This is an optimization exercise on Yosys and OpenROAD, whose aim is small area, not a production implementation.
In this exercise RTL edits were held to simulation tests only and were not proved equivalent to the original.
No activity file was given, so power comes from the tool's default toggle rates.

Design ALUUnit, start of the top module:
module ALUUnit(clock, ALUOp, funct, a, b, result, zero, carryOut);
Size: about 320 cells after synthesis, about 110 I/O pins, roughly 0.0032 sq mm of cells after synthesis.
export LEC_CHECK = 0
export CAP_MARGIN = 20
export CORE_MARGIN = 2
export CORE_UTILIZATION = 55
export PLACE_DENSITY_LB_ADDON = 0.2
export SLEW_MARGIN = 20
create_clock -name core_clock -period 5.0 [get_ports {clock}]
standard.sh (not shown) runs the stock make flow with config.mk's settings and CLKGATE_MAP_FILE= SYNTH_SCRIPT=/design/flow/synth_recipe.tcl, a recipe that flattens the netlist after the stock synthesis.
==> flow/flow/run.sh <==
#!/bin/bash
# Standard ORFS layout with three changes: synthesis maps the logic with
# an area-oriented ABC script (flow/synth.abc) in place of ORFS's speed
# script (the registers come out as in the standard synthesis), the port
# buffers use the smallest buffer, and CTS builds its tree from clkbuf_4
# without dummy loads.
set -euo pipefail
export BUFFER_PORTS_ARGS="-buffer_cell sky130_fd_sc_hd__buf_1"
export CTS_ARGS="-sink_clustering_enable -repair_clock_nets -dont_use_dummy_load -buf_list sky130_fd_sc_hd__clkbuf_4"
export MY_ABC_SCRIPT=$PWD/flow/synth.abc
# synth_recipe.tcl with ORFS's ABC script swapped for flow/synth.abc
{
  head -n 1 synth_recipe.tcl
  cat flow/abc_override.tcl
  tail -n +2 synth_recipe.tcl
} > my_synth.tcl
sed -e "s#$PWD/synth_recipe.tcl#$PWD/my_synth.tcl#g" standard.sh > my_standard.sh
grep -q my_synth.tcl my_standard.sh
bash my_standard.sh finish > standard_flow.log 2>&1
==> flow/flow/abc_override.tcl <==
proc abc {args} {
  set i [lsearch -exact $args -script]
  if { $i >= 0 } { lset args [expr {$i + 1}] $::env(MY_ABC_SCRIPT) }
  yosys abc {*}$args
}
==> flow/flow/synth.abc <==
&get -n
&st
&dch
&nf -R 1000 -p -E 100
&put
Next try:
--- a/flow/flow/run.sh
+++ b/flow/flow/run.sh
@@ -7,5 +7,5 @@
 set -euo pipefail
 export BUFFER_PORTS_ARGS="-buffer_cell sky130_fd_sc_hd__buf_1"
-export CTS_ARGS="-sink_clustering_enable -repair_clock_nets -dont_use_dummy_load -buf_list sky130_fd_sc_hd__clkbuf_4"
+export CTS_ARGS="-sink_clustering_enable -repair_clock_nets -dont_use_dummy_load -buf_list sky130_fd_sc_hd__clkbuf_16"
 export MY_ABC_SCRIPT=$PWD/flow/synth.abc
 # synth_recipe.tcl with ORFS's ABC script swapped for flow/synth.abc
--- a/flow/config.mk
+++ b/flow/config.mk
@@ -8,5 +8,4 @@
 export CAP_MARGIN = 20
 export CORE_MARGIN = 2
-export CORE_UTILIZATION = 55
-export PLACE_DENSITY_LB_ADDON = 0.2
+export CORE_UTILIZATION = 40
 export SLEW_MARGIN = 20
Effect: The new run produced a clean layout. Cell count came out higher by about 5.5%. First-iteration DRC count came out lower by 13%. Clock skew came out lower by 15 ps. Wire length came out lower by 2.0%.
Next try:
--- a/flow/flow/run.sh
+++ b/flow/flow/run.sh
@@ -7,5 +7,5 @@
 set -euo pipefail
 export BUFFER_PORTS_ARGS="-buffer_cell sky130_fd_sc_hd__buf_1"
-export CTS_ARGS="-sink_clustering_enable -repair_clock_nets -dont_use_dummy_load -buf_list sky130_fd_sc_hd__clkbuf_16"
+export CTS_ARGS="-sink_clustering_enable -repair_clock_nets -dont_use_dummy_load -buf_list sky130_fd_sc_hd__clkbuf_4"
 export MY_ABC_SCRIPT=$PWD/flow/synth.abc
 # synth_recipe.tcl with ORFS's ABC script swapped for flow/synth.abc
==> flow/flow/synth.abc (replaced) <==
&get -n
&st
&dch
&nf -R 50 -p -E 100
&put
After rerunning: Synthesized area stays the same; combinational power stays flat; sequential power barely changes; total power went down by 16%; clock skew went up by 7.7 ps; count of clock-buffer cells in the layout is unchanged; final area went down by 4.1%.
Next try:
==> flow/flow/synth.abc (replaced) <==
&get -n
&st
&dch
&nf -R 1000 -p
&put
--- a/flow/config.mk
+++ b/flow/config.mk
@@ -8,4 +8,4 @@
 export CAP_MARGIN = 20
 export CORE_MARGIN = 2
-export CORE_UTILIZATION = 40
+export CORE_UTILIZATION = 65
 export SLEW_MARGIN = 20
- The new run finished clean
- power stays flat
- cell area stays flat
- routed wire length fell by 2.3%
- via count increases by 1.6%
- count of clock-buffer cells in the layout is unchanged
- worst hold slack gains 9.3 ps
- synthesized cell count went up by 6.3%
- clock skew barely changes
Next try:
--- a/flow/flow/run.sh
+++ b/flow/flow/run.sh
@@ -7,5 +7,5 @@
 set -euo pipefail
 export BUFFER_PORTS_ARGS="-buffer_cell sky130_fd_sc_hd__buf_1"
-export CTS_ARGS="-sink_clustering_enable -repair_clock_nets -dont_use_dummy_load -buf_list sky130_fd_sc_hd__clkbuf_4"
+export CTS_ARGS="-repair_clock_nets -dont_use_dummy_load -buf_list sky130_fd_sc_hd__clkbuf_8 -sink_clustering_enable -sink_clustering_size 30 -sink_clustering_max_diameter 400 -sink_clustering_levels 2"
 export MY_ABC_SCRIPT=$PWD/flow/synth.abc
 # synth_recipe.tcl with ORFS's ABC script swapped for flow/synth.abc
==> flow/flow/synth.abc (replaced) <==
&get -n
&st
&dch
&nf -R 1000 -p -E 100
&put
--- a/flow/config.mk
+++ b/flow/config.mk
@@ -8,4 +8,4 @@
 export CAP_MARGIN = 20
 export CORE_MARGIN = 2
-export CORE_UTILIZATION = 65
+export CORE_UTILIZATION = 40
 export SLEW_MARGIN = 20
Effect: Synthesized area is lower slightly. Global-route usage decreases by 9.8 points. Register-to-register slack hardly moves. Power came out higher by a few percent. Wire length rose by a few percent.

========
## ember
ALUUnit again, from the RTL that the note above started with.
// ALUUnit
module ALUUnit(clock, ALUOp, funct, a, b, result, zero, carryOut);
clock: 5.0 ns
lec_check: 0
cap_margin: 20
core_margin: 2
core_utilization: 40
slew_margin: 20
==> flow/flow/run.sh <==
#!/bin/bash
# Standard ORFS layout with three changes: synthesis maps the logic with
# an area-oriented ABC script (flow/synth.abc) in place of ORFS's speed
# script (the registers come out as in the standard synthesis), the port
# buffers use the smallest buffer, and CTS builds its tree from clkbuf_4
# without dummy loads.
set -euo pipefail
export BUFFER_PORTS_ARGS="-buffer_cell sky130_fd_sc_hd__buf_1"
export CTS_ARGS="-sink_clustering_enable -repair_clock_nets -dont_use_dummy_load -buf_list sky130_fd_sc_hd__clkbuf_4"
export MY_ABC_SCRIPT=$PWD/flow/synth.abc
# synth_recipe.tcl with ORFS's ABC script swapped for flow/synth.abc
{
  head -n 1 synth_recipe.tcl
  cat flow/abc_override.tcl
  tail -n +2 synth_recipe.tcl
} > my_synth.tcl
sed -e "s#$PWD/synth_recipe.tcl#$PWD/my_synth.tcl#g" standard.sh > my_standard.sh
grep -q my_synth.tcl my_standard.sh
bash my_standard.sh finish > standard_flow.log 2>&1
==> flow/flow/synth.abc <==
&get -n
&st
&dch
&nf -R 200 -p -E 100
&put
Scripts as last shown in full above: flow/flow/abc_override.tcl
Changes in pepper relative to ember:
Settings: CORE_UTILIZATION: 40 -> 30.
==> flow/flow/synth.abc <==
&get -n
&st
&dch
&nf -R 1000 -p -E 100
&put
Findings:
pepper: no failed stages, no open violations at the end. Core utilization, ember and pepper: larger value in ember. On clock-net power, ember and pepper are neck and neck. Reported for ember and pepper, maximum level of the CTS H-tree turned out identical to the last digit. Re sum of internal, switching and leakage power: ember was lower than pepper. Compared with ember, pepper shows setup slack higher by 0.055 ns. Compared with ember, pepper degrades die area. Compared with ember, non-clock buffer count in pepper increased by a few percent. Taking ember as the reference point, the power attributed to combinational cells of pepper rises by about 2%. Reg-to-reg setup timing slack across ember and pepper: no real change. Compared with ember, pepper shows share of the final layout cell area in sequential cells lower by 0.59 points.
> inputs changed (pepper -> nickel)
Settings: swapping 30 for 40 in CORE_UTILIZATION.
--- a/flow/flow/run.sh
+++ b/flow/flow/run.sh
@@ -8,3 +8,3 @@
 export BUFFER_PORTS_ARGS="-buffer_cell sky130_fd_sc_hd__buf_1"
-export CTS_ARGS="-sink_clustering_enable -repair_clock_nets -dont_use_dummy_load -buf_list sky130_fd_sc_hd__clkbuf_4"
+export CTS_ARGS="-sink_clustering_enable -repair_clock_nets -dont_use_dummy_load -buf_list {sky130_fd_sc_hd__clkbuf_2 sky130_fd_sc_hd__clkbuf_4 sky130_fd_sc_hd__clkbuf_8}"
 export MY_ABC_SCRIPT=$PWD/flow/synth.abc
Notes after the runs:
From pepper to nickel the numbers moved as follows: routed wire length decreased 440 µm; number of non-clock buffers in the layout fell by 2.6%; post-route fraction of the period consumed by the critical path decreased 1.0 points; largest driver fanout on the critical path increased 2. Against pepper, nickel comes in 2.6% lower on global-route wire length before repair. Share of final layout cell area taken by clock buffers and inverters for nickel: 1.5 points up relative to pepper. Between pepper and nickel, the global-route met2 utilization is lower for pepper. NOTE total met2 wirelength after detailed routing pepper->nickel decreased by a little under 10%. Changes observed in nickel relative to pepper: power went up by about 5.6%; maximum count of clock buffers along a single path was more or less identical; share of power burned in combinational logic went down by 2.3 points. The source of the critical timing path comes out ALUOp[1] in one run and funct[1] in the other, namely in nickel and pepper respectively.
--- input diff nickel..juniper ---
--- a/flow/flow/run.sh
+++ b/flow/flow/run.sh
@@ -8,3 +8,3 @@
 export BUFFER_PORTS_ARGS="-buffer_cell sky130_fd_sc_hd__buf_1"
-export CTS_ARGS="-sink_clustering_enable -repair_clock_nets -dont_use_dummy_load -buf_list {sky130_fd_sc_hd__clkbuf_2 sky130_fd_sc_hd__clkbuf_4 sky130_fd_sc_hd__clkbuf_8}"
+export CTS_ARGS="-sink_clustering_enable -repair_clock_nets -dont_use_dummy_load -buf_list sky130_fd_sc_hd__clkbuf_4"
 export MY_ABC_SCRIPT=$PWD/flow/synth.abc
==> flow/flow/synth.abc <==
&get -n
&st
&dch
&nf -R 10 -p -E 100
&put
Results
- Cmp nickel and juniper / cell internal power dissipation / lower: juniper
- Sort nickel and juniper by utilization, ascending, and juniper comes first.
- The run showing the greater setup slack is juniper.
- Between nickel and juniper, area after synthesis is higher for juniper, nickel comes in under that.
- [juniper] hold slack rose 0.0045 ns relative to nickel
- Between nickel and juniper, the flow reports post-route cell area decreasing slightly.
- Total routed wirelength ends up higher on nickel.
- The final layout from juniper, which completed every stage, passed the timing, DRC and antenna checks at the end of the flow.
- In juniper, the number of filler instances in the final layout came out 2.8% below the value in nickel.
- Compared with nickel, juniper shows a lower synthesis-to-layout area growth.
Modified inputs, indigo compared to juniper
Settings: PLACE_DENSITY newly set to 0.75.
==> flow/flow/synth.abc <==
&get -n
&st
&dch
&nf -R 1000 -p -E 100
&put
==> run summary <==
- Taking juniper as the reference point, the clock share of power of indigo rises by 0.4 points.
- Re total power: indigo and juniper aren't equal, and the higher value belongs to indigo.
- indigo vs juniper, critical path depth went up by 6.
- Compared to juniper, the router laid down more metal wire for indigo.

========
ALUUnit, a different RTL version from the one above (not shown whole).
Size: about 310 cells after synthesis, roughly 66 flip-flops.
clock: 5.0 ns
lec_check: 0
cap_margin: 20
core_margin: 2
core_utilization: 40
slew_margin: 20
==> flow/flow/run.sh <==
#!/bin/bash
# Standard ORFS layout with three changes: synthesis maps the logic with
# an area-oriented ABC script (flow/synth.abc) in place of ORFS's speed
# script (the registers come out as in the standard synthesis), the port
# buffers use the smallest buffer, and CTS builds its tree from clkbuf_4
# without dummy loads.
set -euo pipefail
export BUFFER_PORTS_ARGS="-buffer_cell sky130_fd_sc_hd__buf_1"
export CTS_ARGS="-sink_clustering_enable -repair_clock_nets -dont_use_dummy_load -buf_list sky130_fd_sc_hd__clkbuf_4"
export RECOVER_POWER=100
export MY_ABC_SCRIPT=$PWD/flow/synth.abc
# synth_recipe.tcl with ORFS's ABC script swapped for flow/synth.abc
{
  head -n 1 synth_recipe.tcl
  cat flow/abc_override.tcl
  tail -n +2 synth_recipe.tcl
} > my_synth.tcl
sed -e "s#$PWD/synth_recipe.tcl#$PWD/my_synth.tcl#g" standard.sh > my_standard.sh
grep -q my_synth.tcl my_standard.sh
bash my_standard.sh finish > standard_flow.log 2>&1
==> flow/flow/synth.abc <==
&get -n
&st
&dch -f
&nf -R 0 -p -E 100
&put
Scripts as last shown in full above: flow/flow/abc_override.tcl
The first run completed without violations.
==> next run, changes <==
--- a/flow/flow/run.sh
+++ b/flow/flow/run.sh
@@ -9,3 +9,2 @@
 export CTS_ARGS="-sink_clustering_enable -repair_clock_nets -dont_use_dummy_load -buf_list sky130_fd_sc_hd__clkbuf_4"
-export RECOVER_POWER=100
 export MY_ABC_SCRIPT=$PWD/flow/synth.abc
==> flow/flow/synth.abc (replaced) <==
&get -n
&st
&syn2
&dch
&nf -R 0 -p -E 100
&put
Result: The new run ran to the end with no violations. Count of clock-buffer cells in the layout stays the same. Core utilization shrinks by 0.14 points. Routed wire length grows by 11%. First-iteration DRC count shrinks by 18%. Setup slack loses 390 ps. Fmax shrinks by 8.5%. Flip-flop and latch count does not change. Cell count grows by 7.2%. Via count grows by 5.4%. Register-to-register slack barely changes.
==> next run, changes <==
==> flow/flow/synth.abc (replaced) <==
&get -n
&st
&dch -f
&nf -R 0 -p -E 100
&put
Power falls by 0.92%.
Clock skew fell by 8.7 ps.
Fmax rose by 9.4%.
Die area shrinks by 4.7%.
==> next run, changes <==
--- a/flow/flow/run.sh
+++ b/flow/flow/run.sh
@@ -9,2 +9,3 @@
 export CTS_ARGS="-sink_clustering_enable -repair_clock_nets -dont_use_dummy_load -buf_list sky130_fd_sc_hd__clkbuf_4"
+export RECOVER_POWER=100
 export MY_ABC_SCRIPT=$PWD/flow/synth.abc
GPL_TIMING_DRIVEN = 0   (was not set)
Outcome: The changed run completed without violations. Global-route usage went up by 0.20 points. Total power is about the same. Register-to-register slack stays flat. Routed wire length falls by 0.36%. Cell area is about the same.
==> next run, changes <==
--- a/flow/flow/run.sh
+++ b/flow/flow/run.sh
@@ -1,7 +1,9 @@
 #!/bin/bash
-# Standard ORFS layout with three changes: synthesis maps the logic with
-# an area-oriented ABC script (flow/synth.abc) in place of ORFS's speed
-# script (the registers come out as in the standard synthesis), the port
-# buffers use the smallest buffer, and CTS builds its tree from clkbuf_4
-# without dummy loads.
+# Standard ORFS layout with four changes: synthesis maps the logic with an
+# area-oriented ABC script (flow/synth.abc) in place of ORFS's speed script
+# (the registers come out as in the standard synthesis), the port buffers
+# use the smallest buffer, CTS builds its tree from clkbuf_4 without dummy
+# loads, and global routing's power recovery downsizes gates off the
+# critical paths. Each tool's output is in the ORFS logs under orfs/logs;
+# make's own output is in standard_flow.log.
 set -euo pipefail
GPL_TIMING_DRIVEN = not set   (was 0)
Outcome:
- The changed run finished with timing, DRC and antenna clean
- setup slack improved by 570 ps
- routed wire length barely changes
- sequential power barely changes
- design area hardly moves
- flip-flop and latch count stays the same

========
Setup of wip/willow:
ALUUnit, a different RTL version from the one above (not shown whole).
For scale: about 370 cells after synthesis, about 66 flip-flops, about 110 I/O pins, ~0.0036 mm² of cells after synthesis.
Settings: LEC_CHECK=0, CAP_MARGIN=20, CORE_MARGIN=2, CORE_UTILIZATION=40, SLEW_MARGIN=20; clock period 5.0 ns.
==> flow/flow/run.sh <==
#!/bin/bash
set -euo pipefail
export BUFFER_PORTS_ARGS="-buffer_cell sky130_fd_sc_hd__buf_1"
export CTS_ARGS="-sink_clustering_enable -repair_clock_nets -dont_use_dummy_load -buf_list sky130_fd_sc_hd__clkbuf_4 -sink_clustering_size 64 -sink_clustering_max_diameter 500 -sink_clustering_levels 1"
bash standard.sh finish > standard_flow.log 2>&1
## Diff of input files: wip/umber against wip/willow
==> flow/flow/run.sh <==
#!/bin/bash
# Standard ORFS layout with three changes: the combinational logic of the
# standard synthesis is re-mapped by ABC for area (registers untouched),
# the port buffers use the smallest buffer, and CTS builds its tree from
# clkbuf_4 without dummy loads.
set -euo pipefail
export BUFFER_PORTS_ARGS="-buffer_cell sky130_fd_sc_hd__buf_1"
export CTS_ARGS="-sink_clustering_enable -repair_clock_nets -dont_use_dummy_load -buf_list sky130_fd_sc_hd__clkbuf_4"
R=orfs/results/${FLOW_PLATFORM}/ALUUnit/base
bash standard.sh synth > standard_synth.log 2>&1
cp $R/1_2_yosys.v $R/1_2_yosys_std.v
LIB=$FLOW_HOME/platforms/sky130hd/lib/sky130_fd_sc_hd__tt_025C_1v80.lib
DU=""
for c in $(grep -oE "cell *\( *\"?sky130_fd_sc_hd__(lpflow|probe)[a-z0-9_]*" $LIB | grep -oE "sky130_fd_sc_hd__\w+"); do DU="$DU -dont_use $c"; done
YOSYS=${YOSYS_EXE:-yosys}
$YOSYS -p "read_liberty -ignore_miss_func $LIB; \
  setattr -mod -set blackbox 1 sky130_fd_sc_hd__dfxtp_1 sky130_fd_sc_hd__edfxtp_1 sky130_fd_sc_hd__ha_1 sky130_fd_sc_hd__fa_1 sky130_fd_sc_hd__conb_1; \
  read_verilog $R/1_2_yosys_std.v; hierarchy -top $FLOW_TOP; flatten; opt -purge; \
  abc -liberty $LIB -script $PWD/flow/remap.abc $DU; \
  opt_clean -purge; rename -hide w:*.*; stat -liberty $LIB; \
  write_verilog -noattr -nohex -nodec $R/1_2_yosys.v" > remap.log 2>&1
rm -f $R/1_synth.odb $R/1_synth.sdc
bash standard.sh finish > standard_finish.log 2>&1
==> flow/flow/remap.abc (new file) <==
&get -n
&st
&dch
&nf -R 100
&put
==> run summary <==
- Diff wip/willow -> wip/umber: wire length per cell after detailed routing went down, routed wire length now smaller, stage delay of the slowest cell on the critical path fell by 110 ps, synthesized cell count down 25.
Setup changes, wip/umber to wip/yarrow
==> flow/flow/run.sh <==
#!/bin/bash
# Standard ORFS layout with three changes: synthesis maps the logic with
# an area-oriented ABC script (flow/synth.abc) in place of ORFS's speed
# script (the registers come out as in the standard synthesis), the port
# buffers use the smallest buffer, and CTS builds its tree from clkbuf_4
# without dummy loads.
set -euo pipefail
export BUFFER_PORTS_ARGS="-buffer_cell sky130_fd_sc_hd__buf_1"
export CTS_ARGS="-sink_clustering_enable -repair_clock_nets -dont_use_dummy_load -buf_list sky130_fd_sc_hd__clkbuf_4"
export MY_ABC_SCRIPT=$PWD/flow/synth.abc
# synth_recipe.tcl with ORFS's ABC script swapped for flow/synth.abc
{
  head -n 1 synth_recipe.tcl
  cat flow/abc_override.tcl
  tail -n +2 synth_recipe.tcl
} > my_synth.tcl
sed -e "s#$PWD/synth_recipe.tcl#$PWD/my_synth.tcl#g" standard.sh > my_standard.sh
grep -q my_synth.tcl my_standard.sh
bash my_standard.sh finish > standard_flow.log 2>&1
==> flow/flow/abc_override.tcl (new file) <==
proc abc {args} {
  set i [lsearch -exact $args -script]
  if { $i >= 0 } { lset args [expr {$i + 1}] $::env(MY_ABC_SCRIPT) }
  yosys abc {*}$args
}
==> flow/flow/synth.abc (new file) <==
&get -n
&st
&dch
&nf -R 1000 -p
&put
removed: flow/flow/remap.abc
--- outcome ---
Between wip/yarrow and wip/umber, the clock skew after layout does not differ in any meaningful way.
wip/yarrow ended with less met2 capacity usage during global routing than wip/umber.
Of wip/yarrow and wip/umber, the run reporting the lower critical path required time was wip/yarrow.
Looking at hold slack, wip/yarrow sits 6.5 ps higher than wip/umber does.
Going from wip/umber to wip/yarrow, share of the clock period used by the worst path shrinks by 0.50 points.
In the reports for wip/yarrow and wip/umber, the smaller post-route minimum period belongs to wip/yarrow.
More vias were needed by wip/umber than by wip/yarrow.
On register-to-register slack, wip/yarrow does worse than wip/umber.
Compared wip/yarrow vs wip/umber, and area overhead of the layout relative to synthesis is down in wip/yarrow.
Wire length on met2 down 12% in wip/yarrow wrt wip/umber
wip/yarrow vs wip/umber on sequential share of cell area: wip/yarrow is the higher one.
Here is what was changed in the inputs of wip/zinc compared with wip/yarrow.
==> flow/flow/run.sh <==
#!/bin/bash
# Standard ORFS layout with three changes: the combinational logic of the
# standard synthesis is re-mapped by ABC for area (registers untouched),
# the port buffers use the smallest buffer, and CTS builds its tree from
# clkbuf_4 without dummy loads.
set -euo pipefail
export BUFFER_PORTS_ARGS="-buffer_cell sky130_fd_sc_hd__buf_1"
export CTS_ARGS="-sink_clustering_enable -repair_clock_nets -dont_use_dummy_load -buf_list sky130_fd_sc_hd__clkbuf_4"
R=orfs/results/${FLOW_PLATFORM}/ALUUnit/base
bash standard.sh synth > standard_synth.log 2>&1
cp $R/1_2_yosys.v $R/1_2_yosys_std.v
LIB=$FLOW_HOME/platforms/sky130hd/lib/sky130_fd_sc_hd__tt_025C_1v80.lib
DU=""
for c in $(grep -oE "cell *\( *\"?sky130_fd_sc_hd__(lpflow|probe)[a-z0-9_]*" $LIB | grep -oE "sky130_fd_sc_hd__\w+"); do DU="$DU -dont_use $c"; done
YOSYS=${YOSYS_EXE:-yosys}
$YOSYS -p "read_liberty -ignore_miss_func $LIB; \
  setattr -mod -set blackbox 1 sky130_fd_sc_hd__dfxtp_1 sky130_fd_sc_hd__edfxtp_1 sky130_fd_sc_hd__ha_1 sky130_fd_sc_hd__fa_1 sky130_fd_sc_hd__conb_1; \
  read_verilog $R/1_2_yosys_std.v; hierarchy -top $FLOW_TOP; flatten; opt -purge; \
  abc -liberty $LIB -script $PWD/flow/remap.abc $DU; \
  opt_clean -purge; rename -hide w:*.*; stat -liberty $LIB; \
  write_verilog -noattr -nohex -nodec $R/1_2_yosys.v" > remap.log 2>&1
rm -f $R/1_synth.odb $R/1_synth.sdc
bash standard.sh finish > standard_finish.log 2>&1
==> flow/flow/remap.abc (new file) <==
&get -n
&st
&deepsyn -T 20
&dch -f
&nf -R 100 -p
&put
removed: flow/flow/abc_override.tcl
removed: flow/flow/synth.abc
==> run summary <==
- Although it ran to completion, wip/zinc produced a layout that fails the final checks because of negative setup slack.
- wip/zinc vs. wip/yarrow: peak supply drop shows an increase of 20%; number of cells in the design after placement rose by 5.1%; worst setup slack now sits lower; power share of the clock group higher; number of standard cells in the final layout excluding fillers now sits higher.
- Combinational power ended up about 15% higher on wip/zinc than on wip/yarrow.
- wip/zinc vs. wip/yarrow: global routing usage summed across all routing layers went up by 3.2 points.
- Note that the total wire length after detailed routing recorded for wip/yarrow amounts to 0.846 times the value seen in wip/zinc.
- Sort wip/yarrow and wip/zinc by final setup violation count, descending, and wip/zinc comes first.

-- separate check: timing with driven ports --
No port has a modelled driver above. Below, the same layouts with a new extraction and two added sets of constraints.
Step 1 sets driving cells, clkbuf_16 on the clock port and buf_2 on the other inputs (assumed; they add their load-dependent delay and slew).
Step 2 moves the port delays by t, midway between the first and last clock arrival at a register: inputs arrive t later, outputs are due t later. That takes back most of the time a late clock gives input paths.
Slacks: ideal ports / drivers / drivers and shift; pairs: ideal ports / drivers.
| run | t (ns) | slack for setup (ns) | worst data-port slew with drivers (ns) |
|---|---|---|---|
| the first run of note 1 | 0.411 | 0.475 / 0.473 / 0.062 | 0.04 |
| the second run of note 1 | 0.340 | 0.307 / 0.319 / -0.021 | 0.04 |
| the third run of note 1 | 0.390 | 0.221 / 0.227 / -0.163 | 0.04 |
| the fourth run of note 1 | 0.420 | 0.496 / 0.501 / 0.081 | 0.04 |
| the fifth run of note 1 | 0.350 | 0.326 / 0.334 / -0.016 | 0.04 |
| ember | 0.390 | 0.221 / 0.227 / -0.163 | 0.04 |
| pepper | 0.427 | 0.276 / 0.284 / -0.143 | 0.04 |
| nickel | 0.350 | 0.326 / 0.334 / -0.016 | 0.04 |
| juniper | 0.404 | 0.668 / 0.674 / 0.270 | 0.05 |
| indigo | 0.417 | 0.343 / 0.348 / -0.069 | 0.04 |
| the first run of note 3 | 0.403 | 0.815 / 0.822 / 0.419 | 0.04 |
| the second run of note 3 | 0.422 | 0.425 / 0.431 / 0.008 | 0.04 |
| the third run of note 3 | 0.400 | 0.819 / 0.827 / 0.426 | 0.04 |
| the fourth run of note 3 | 0.416 | 0.250 / 0.258 / -0.159 | 0.04 |
| the fifth run of note 3 | 0.403 | 0.815 / 0.822 / 0.419 | 0.04 |
| wip/willow | 0.412 | 0.938 / 0.946 / 0.534 | 0.05 |
| wip/umber | 0.424 | 0.490 / 0.495 / 0.071 | 0.04 |
| wip/yarrow | 0.398 | 0.515 / 0.521 / 0.123 | 0.04 |
| wip/zinc | 0.420 | -1.441 / -1.447 / -1.867 | 0.05 |
With both steps, setup timing fails in 8 of these runs, where it was met with ideal ports. For wip/zinc, which loses most, drivers alone change the setup slack by -0.006 ns; drivers and shift together by -0.426 ns.
